This design comes from an exercise in tuning for small area on the open sky130 flow, not from production work.
Where RTL was checked, it was by simulation tests only, not by an equivalence proof against the original.
Power and IR drop assume default switching activity.

// air_defense_top
module air_defense_top (
    input  wire         clk,
    input  wire         reset_n,
    input  wire [47:0]  data_in,
    input  wire         data_in_valid,
    output wire         in_ready,
    output wire [15:0]  x_curr,
    output wire [15:0]  y_curr,
    output wire [15:0]  z_curr,
    output wire [15:0]  x_pred,
    output wire [15:0]  y_pred,
    output wire [15:0]  z_pred,
    output wire         track_valid,
    input  wire         track_ready,
    output wire         target_moving,
    output wire         lock_active,
    output wire         fire_pulse
);
==> flow/config.mk <==
export PLATFORM = sky130hd
export DESIGN_NAME = air_defense_top
export DESIGN_NICKNAME = air_defense_top
export VERILOG_FILES = /design/flow/design.v
export SDC_FILE = /design/flow/constraint.sdc
export NUM_CORES = 4
export LEC_CHECK = 0
export CAP_MARGIN = 20
export CORE_MARGIN = 2
export CORE_UTILIZATION = 80
export PLACE_DENSITY = 0.85
export SLEW_MARGIN = 20
==> flow/constraint.sdc <==
create_clock -name core_clock -period 6.5 [get_ports {clk}]
set_input_delay 1.3000 -clock core_clock [delete_from_list [all_inputs] [get_ports {clk}]]
set_output_delay 1.3000 -clock core_clock [all_outputs]
set_load 0.01 [all_outputs]
standard.sh (not shown) runs the stock make flow with config.mk's settings and CLKGATE_MAP_FILE= SYNTH_SCRIPT=/design/flow/synth_recipe.tcl, a recipe that flattens the netlist after the stock synthesis.
==> flow/flow/run.sh <==
#!/bin/bash
# Standard layout (the standard.sh) with smaller port buffers, a clock
# tree without dummy loads.
set -euo pipefail
export BUFFER_PORTS_ARGS="-buffer_cell sky130_fd_sc_hd__buf_1"
export CTS_ARGS="-sink_clustering_enable -repair_clock_nets -dont_use_dummy_load -sink_clustering_size 16 -sink_clustering_max_diameter 45 -buf_list {sky130_fd_sc_hd__clkbuf_8}"

bash standard.sh > standard.log 2>&1
The first run completed and failed the layout checks on setup timing.
Next try:
--- a/flow/flow/run.sh
+++ b/flow/flow/run.sh
@@ -2,2 +2,6 @@
-# Standard layout (the standard.sh) with smaller port buffers, a clock
-# tree without dummy loads.
+# Standard layout (the standard.sh) with:
+#  - an area-recovering ABC script for the synthesis's logic mapping (the
+#    flow's scripts are copied and only abc_speed.script is replaced; the
+#    flip-flops, mapped before ABC, are untouched),
+#  - one-site port buffers (buf_1),
+#  - a clock tree of clkbuf_8 without dummy loads.
@@ -4,0 +9,3 @@
+cp -r "$FLOW_HOME/scripts" ./scripts
+cp flow/abc_area_recover.script ./scripts/abc_speed.script
+export SCRIPTS_DIR="$PWD/scripts"
@@ -7 +13,0 @@
-
==> flow/flow/abc_area_recover.script (new file) <==
&get -n
&st
&syn2
&dch
&nf -R 20
&put
=>
- The changed run ran to the end with violations: setup timing
- core utilization rose by 0.42 points
- routed wire length fell by 1.8%
- power stays flat
- register-to-register slack loses 0.18 ns
Function was not checked in any run of this note: the RTL went through the layout flow alone.

* * *

job 101:
air_defense_top, a different RTL version from the one above (not shown whole).
Size: roughly 250 flip-flops, about 150 I/O pins, ~16000 µm² of cells after synthesis.
export LEC_CHECK = 0
export CAP_MARGIN = 20
export CORE_MARGIN = 2
export CORE_UTILIZATION = 70
export SLEW_MARGIN = 20
create_clock -name core_clock -period 6.5 [get_ports {clk}]
==> flow/flow/run.sh <==
#!/bin/bash
# Standard layout (the standard.sh) with smaller port buffers and a clock
# tree of small buffers without dummy loads.
set -euo pipefail
export BUFFER_PORTS_ARGS="-buffer_cell sky130_fd_sc_hd__buf_1"
export CTS_ARGS="-sink_clustering_enable -repair_clock_nets -dont_use_dummy_load -sink_clustering_size 12 -sink_clustering_max_diameter 40 -buf_list {sky130_fd_sc_hd__clkbuf_4}"
bash standard.sh > standard.log 2>&1
Job 101 finished every stage and its layout cleared the timing, DRC and antenna checks.
## Diff of input files: job 102 against job 101
# job 101
export LEC_CHECK = 0
export CAP_MARGIN = 20
export CORE_MARGIN = 2
export CORE_UTILIZATION = 70
export SLEW_MARGIN = 20
create_clock -name core_clock -period 6.5 [get_ports {clk}]
# job 102
export LEC_CHECK = 0
export CAP_MARGIN = 20
export CORE_MARGIN = 2
export CORE_UTILIZATION = 40
export SLEW_MARGIN = 20
create_clock -name core_clock -period 6.5 [get_ports {clk}]
==> flow/run.sh (new file) <==
#!/bin/bash
# synth_recipe.tcl (not shown) runs the flow's synth.tcl, then flattens the netlist and writes it again
# the make line also repeats each setting of config.mk as NAME=value (left out here)
make -C /OpenROAD-flow-scripts/flow DESIGN_CONFIG=/design/flow/config.mk WORK_HOME=/design/flow/orfs CLKGATE_MAP_FILE= SYNTH_SCRIPT=/design/flow/synth_recipe.tcl finish
removed: flow/flow/run.sh
removed: flow/standard.sh
### Flow results
Job 102 reached the end of the flow, and the finished layout is clean on the timing, DRC and antenna checks.
For wire length on met3, dividing the value from job 102 by the value from job 101 gives 0.68.
Compared to job 101, job 102 leaves more free space in the core.
Job 101 → job 102: first-pass GRT wire length increased 4.8%; number of gates on the worst path with buffers counted increased 1.
Compared with job 101, job 102 shows part of the power in combinational logic lower by 1.2 points.
The wire length after detailed routing number comes out lower for job 101 vs job 102.
Global-route usage (job 102 over job 101): decrease, 13 points
The largest stage delay on the critical path in job 102 sits 70 ps below the value recorded for job 101.
Compared with job 101, in job 102 full die area higher; portion of the layout cell area used by clock cells higher.
For job 103, these inputs were changed with respect to job 102:
# job 102
export LEC_CHECK = 0
export CAP_MARGIN = 20
export CORE_MARGIN = 2
export CORE_UTILIZATION = 40
export SLEW_MARGIN = 20
create_clock -name core_clock -period 6.5 [get_ports {clk}]
# job 103
export LEC_CHECK = 0
export CAP_MARGIN = 20
export CORE_MARGIN = 2
export CORE_UTILIZATION = 55
export SLEW_MARGIN = 20
create_clock -name core_clock -period 6.5 [get_ports {clk}]
==> flow/flow/run.sh (new file) <==
#!/bin/bash
# Standard layout (the standard.sh) with smaller port buffers, a clock
# tree without dummy loads, and power recovery (downsizing) after routing.
set -euo pipefail
export BUFFER_PORTS_ARGS="-buffer_cell sky130_fd_sc_hd__buf_1"
export CTS_ARGS="-sink_clustering_enable -repair_clock_nets -dont_use_dummy_load -sink_clustering_size 16 -sink_clustering_max_diameter 50 -buf_list {sky130_fd_sc_hd__clkbuf_4 sky130_fd_sc_hd__clkbuf_8}"
export RECOVER_POWER=100
bash standard.sh > standard.log 2>&1
==> flow/standard.sh (new file) <==
#!/bin/bash
# synth_recipe.tcl (not shown) runs the flow's synth.tcl, then flattens the netlist and writes it again
# the make line also repeats each setting of config.mk as NAME=value (left out here)
make -C /OpenROAD-flow-scripts/flow DESIGN_CONFIG=/design/flow/config.mk WORK_HOME=/design/flow/orfs CLKGATE_MAP_FILE= SYNTH_SCRIPT=/design/flow/synth_recipe.tcl "${@:-finish}"
removed: flow/run.sh
Job 103 completed end to end; final checks failed (capacitance limit, slew limit).
Job 103: fraction of standard cell area that is sequential is 3.1 points higher than what job 102 reported.
From job 102 to job 103 the numbers moved as follows: data arrival at the endpoint of the critical path flat; length in cells of the worst reg-to-reg path lower; share of power burned in combinational logic went up by 0.5 points; initial core utilization grew by 16 points; total of max-cap violations up 4.
#### Input delta (job 104 over job 103)
# job 103
export LEC_CHECK = 0
export CAP_MARGIN = 20
export CORE_MARGIN = 2
export CORE_UTILIZATION = 55
export SLEW_MARGIN = 20
create_clock -name core_clock -period 6.5 [get_ports {clk}]
# job 104
export LEC_CHECK = 0
export CAP_MARGIN = 20
export CORE_MARGIN = 2
export CORE_UTILIZATION = 70
export SLEW_MARGIN = 20
create_clock -name core_clock -period 6.5 [get_ports {clk}]
==> flow/flow/run.sh <==
#!/bin/bash
# Standard layout (the standard.sh) with smaller port buffers, a clock
# tree without dummy loads, and power recovery (downsizing) after routing.
set -euo pipefail
export BUFFER_PORTS_ARGS="-buffer_cell sky130_fd_sc_hd__buf_1"
export CTS_ARGS="-sink_clustering_enable -repair_clock_nets -dont_use_dummy_load -sink_clustering_size 24 -sink_clustering_max_diameter 60 -buf_list {sky130_fd_sc_hd__clkbuf_4 sky130_fd_sc_hd__clkbuf_8}"

bash standard.sh > standard.log 2>&1
Total stage count of the critical path, job 104 and job 103: smaller value in job 103. The run showing the smaller clock-buffer cell count is job 104. Job 104 ended with less total detailed-routing wirelength than job 103. Between job 104 and job 103, the HPWL after detailed placement is higher for job 103. Of job 104 and job 103, only job 103 fails to finish with a clean layout. To summarise job 103: no stage aborted, but the layout did not pass its checks, failing on capacitance limit, slew limit. Measured against each other, job 104 and job 103 differ in worst hold slack, the higher figure coming from job 103. Any difference in fmax between job 104 and job 103 is small enough to ignore.

* * *

Another version of the RTL of air_defense_top (not shown whole).
Size: roughly 3200 cells after synthesis, about 250 flip-flops.
make LEC_CHECK=0 ABC_AREA=1 CAP_MARGIN=20 CORE_MARGIN=2 CORE_UTILIZATION=40 SLEW_MARGIN=20 finish   # period 6.5 ns
run.sh (not shown) runs the stock make flow with config.mk's settings and CLKGATE_MAP_FILE= SYNTH_SCRIPT=/design/flow/synth_recipe.tcl, a recipe that flattens the netlist after the stock synthesis.
Stock flow here: none of the scripts above is used.
Rerun with:
ABC_AREA = default   (was 1)
=> Routed wire length shrinks by about a fifth. Power came out lower by a few percent. Register-to-register slack gets worse by 0.71 ns. Design area came out lower by roughly a tenth. Worst setup slack is worse by 1.0 ns. Clock-buffer cell count went down by 6. Clock skew is lower by 0.0081 ns.
Rerun with:
ABC_AREA = 1   (was default)
CORE_UTILIZATION = 70   (was 40)
CTS_BUF_LIST = sky130_fd_sc_hd__clkbuf_4 sky130_fd_sc_hd__clkbuf_8   (was default)
PLACE_DENSITY = 0.8   (was default)
The changed run passed the timing, DRC and antenna checks.
Worst setup slack gets better by 0.90 ns.
Utilization increases by 33 points.
Final cell count is higher by 30%.
Synthesized cell count rose by 49%.

* * *

Setup of job 5486:
air_defense_top, a different RTL version from the one above (not shown whole).
Size: ~1400 cells after synthesis, about 15000 um^2 of cells after synthesis.
clock: 6.5 ns
lec_check: 0
cap_margin: 20
core_margin: 2
core_utilization: 70
slew_margin: 20
standard.sh (not shown) runs the stock make flow with config.mk's settings and CLKGATE_MAP_FILE= SYNTH_SCRIPT=/design/flow/synth_recipe.tcl, a recipe that flattens the netlist after the stock synthesis.
==> flow/flow/run.sh <==
#!/bin/bash
# Standard layout (the standard.sh) with smaller port buffers, a clock
# tree without dummy loads.
set -euo pipefail
export BUFFER_PORTS_ARGS="-buffer_cell sky130_fd_sc_hd__buf_1"
export CTS_ARGS="-sink_clustering_enable -repair_clock_nets -dont_use_dummy_load -sink_clustering_size 16 -sink_clustering_max_diameter 45 -buf_list {sky130_fd_sc_hd__clkbuf_8}"

bash standard.sh > standard.log 2>&1
Job 5486 reached the final stage; the timing, DRC and antenna checks on its layout passed.
[inputs] job 2967 vs job 5486
- PLACE_DENSITY: unset -> 0.85
- CORE_UTILIZATION: 70 -> 80
Findings:
- As of job 2967, area of placed instances had fallen slightly compared to job 5486.
- Compared with job 5486, job 2967 improves worst slew margin relative to its limit.
- The synthesis-to-finish area growth in job 2967 sits 1.3 points below the value recorded for job 5486.
- Fraction of the cycle the final worst path needs was lower in the run labelled job 5486.
- Per the comparison of job 2967 with job 5486, non-clock buffer count shrank by 4.6%, half-perimeter wire length of the detailed placement result grew by 4.4%, critical path arrival grew by 0.07 ns, total power shrank by about 3.4%.
- The biggest cell delay along the critical path on job 2967 is in line with that on job 5486.
- Job 2967: die area lower than job 5486
- Against job 5486, job 2967 comes in 1400 um higher on met2 wirelength from detailed routing.
> inputs changed (job 2967 -> job 9191)
==> flow/flow/run.sh <==
#!/bin/bash
# Standard layout (the standard.sh) with smaller port buffers, a clock
# tree without dummy loads.
set -euo pipefail
export BUFFER_PORTS_ARGS="-buffer_cell sky130_fd_sc_hd__buf_1"
export CTS_ARGS="-sink_clustering_enable -repair_clock_nets -dont_use_dummy_load -sink_clustering_size 32 -sink_clustering_max_diameter 60 -buf_list {sky130_fd_sc_hd__clkbuf_16}"

bash standard.sh > standard.log 2>&1
==> notes.md <==
- Between job 2967 and job 9191, the worst-case register-to-register setup slack figures differ only marginally.
- Synthesized cell count: job 2967 vs job 9191 identical
- Overall power after layout sits higher in job 9191 than in job 2967.
- Per the comparison of job 9191 with job 2967, power share of the clock group grew by 2.1 points; relative area change from synthesis to final layout picked up an extra 0.24 points.
- In the flow results for job 2967 and job 9191, the combinational fraction of design power is smaller on job 9191.
- In the flow results for job 2967 and job 9191, the quantity of gates resized following cts is smaller on job 2967.
- Taking job 2967 as the reference, in job 9191 average routed wire per standard cell grew by about 2%; final critical-path share of the clock period held steady.
> inputs changed (job 9191 -> job 8682)
==> flow/flow/run.sh <==
#!/bin/bash
# Standard layout (the standard.sh) with:
#  - an area-recovering ABC script for the synthesis's logic mapping (the
#    flow's scripts are copied and only abc_speed.script is replaced; the
#    flip-flops, mapped before ABC, are untouched),
#  - one-site port buffers (buf_1),
#  - a clock tree of clkbuf_8 without dummy loads.
set -euo pipefail
cp -r "$FLOW_HOME/scripts" ./scripts
cp flow/abc_area_recover.script ./scripts/abc_speed.script
export SCRIPTS_DIR="$PWD/scripts"
export BUFFER_PORTS_ARGS="-buffer_cell sky130_fd_sc_hd__buf_1"
export CTS_ARGS="-sink_clustering_enable -repair_clock_nets -dont_use_dummy_load -sink_clustering_size 16 -sink_clustering_max_diameter 45 -buf_list {sky130_fd_sc_hd__clkbuf_8}"
bash standard.sh > standard.log 2>&1
==> flow/flow/abc_area_recover.script (new file) <==
&get -n
&st
&syn2
&dch
&nf -R 20
&put
Results
- The higher clock share of power of job 9191 and job 8682 is in job 9191.
- Time the final worst path needs with I/O delays and setup in job 8682 vs job 9191: up 0.032 ns
- Job 8682 vs job 9191: clock buffer count up
- In terms of sequential cell area, job 9191 and job 8682 differ only marginally.
Setup changes, job 8682 to job 2781
- a change of CORE_UTILIZATION from 80 to 88
- a change of PLACE_DENSITY from 0.85 to 0.92
==> flow/flow/run.sh <==
#!/bin/bash
# Standard layout (the standard.sh) with smaller port buffers, a clock
# tree without dummy loads.
set -euo pipefail
export BUFFER_PORTS_ARGS="-buffer_cell sky130_fd_sc_hd__buf_1"
export CTS_ARGS="-sink_clustering_enable -repair_clock_nets -dont_use_dummy_load -sink_clustering_size 16 -sink_clustering_max_diameter 45 -buf_list {sky130_fd_sc_hd__clkbuf_8}"

bash standard.sh > standard.log 2>&1
removed: flow/flow/abc_area_recover.script
Findings:
Job 2781 did not make it past global routing (5_1_grt), where a tool error ended it. Higher height of the chip goes to job 8682 over job 2781. Synthesized netlist net count, job 2781 and job 8682: smaller value in job 8682. Job 2781 does worse than job 8682 on placed wire-length estimate. Changes observed in job 2781 relative to job 8682: share of the yosys chip area belonging to registers decreased 0.79 points, synthesized cell count now larger. Compared with job 8682, job 2781 shows cell area after synthesis higher by about 2%. On fraction of the mapped netlist area in simple logic gates, job 2781 and job 8682 are basically level. On job 2781: horizontal die dimension is 3.6% lower than what job 8682 gave. Compared with job 8682, in job 2781 async set or reset register ratio after synthesis closely matched the old numbers, worst setup slack before clock tree synthesis decreased by 0.35 ns relative to the old numbers. When job 2781 is set beside job 8682, its mean instance size in the synthesized netlist turns out to be 0.58% smaller.

-- afterwards: timing with drivers on the ports --
The results above use ideal ports. As a check the final layouts listed here were re-extracted and re-timed, cells and wires unchanged. Step 1 (the two cells are an assumption about what drives the block):
set clk [get_ports {clk}]
set_driving_cell -lib_cell sky130_fd_sc_hd__clkbuf_16 $clk
set_driving_cell -lib_cell sky130_fd_sc_hd__buf_2 [delete_from_list [all_inputs] $clk]
Step 2 times the ports against the registers' clock, not the clock port: input delays grow and output delays shrink by t, the midpoint of the rising clock arrivals with the driver on. Three values: ideal ports, drivers, drivers and shift; two values: the first two.
run | t (ns) | setup slack, ns | clock arrival spread, ns
the first run of note 1 | 0.611 | -0.237 / -0.237 / -0.237 | 0.051 / 0.051
the second run of note 1 | 0.629 | -0.416 / -0.416 / -0.416 | 0.047 / 0.047
job 101 | 0.684 | 0.146 / 0.146 / 0.146 | 0.096 / 0.096
job 102 | 0.588 | 0.123 / 0.123 / 0.025 | 0.013 / 0.014
job 103 | 0.567 | 0.123 / 0.123 / 0.123 | 0.051 / 0.051
job 104 | 0.579 | 0.133 / 0.133 / 0.133 | 0.056 / 0.056
the first run of note 3 | 0.649 | 1.389 / 1.333 / 1.502 | 0.017 / 0.018
the second run of note 3 | 0.611 | 0.386 / 0.332 / 0.794 | 0.009 / 0.010
the third run of note 3 | 0.607 | 1.284 / 1.284 / 1.284 | 0.051 / 0.051
job 5486 | 0.548 | 0.215 / 0.215 / 0.215 | 0.042 / 0.043
job 2967 | 0.610 | 0.190 / 0.190 / 0.190 | 0.050 / 0.050
job 9191 | 0.543 | 0.189 / 0.189 / 0.189 | 0.032 / 0.032
job 8682 | 0.617 | 0.157 / 0.157 / 0.070 | 0.063 / 0.063
For job 102, which loses most, drivers alone change the setup slack by 0.000 ns; drivers and shift together by -0.098 ns.
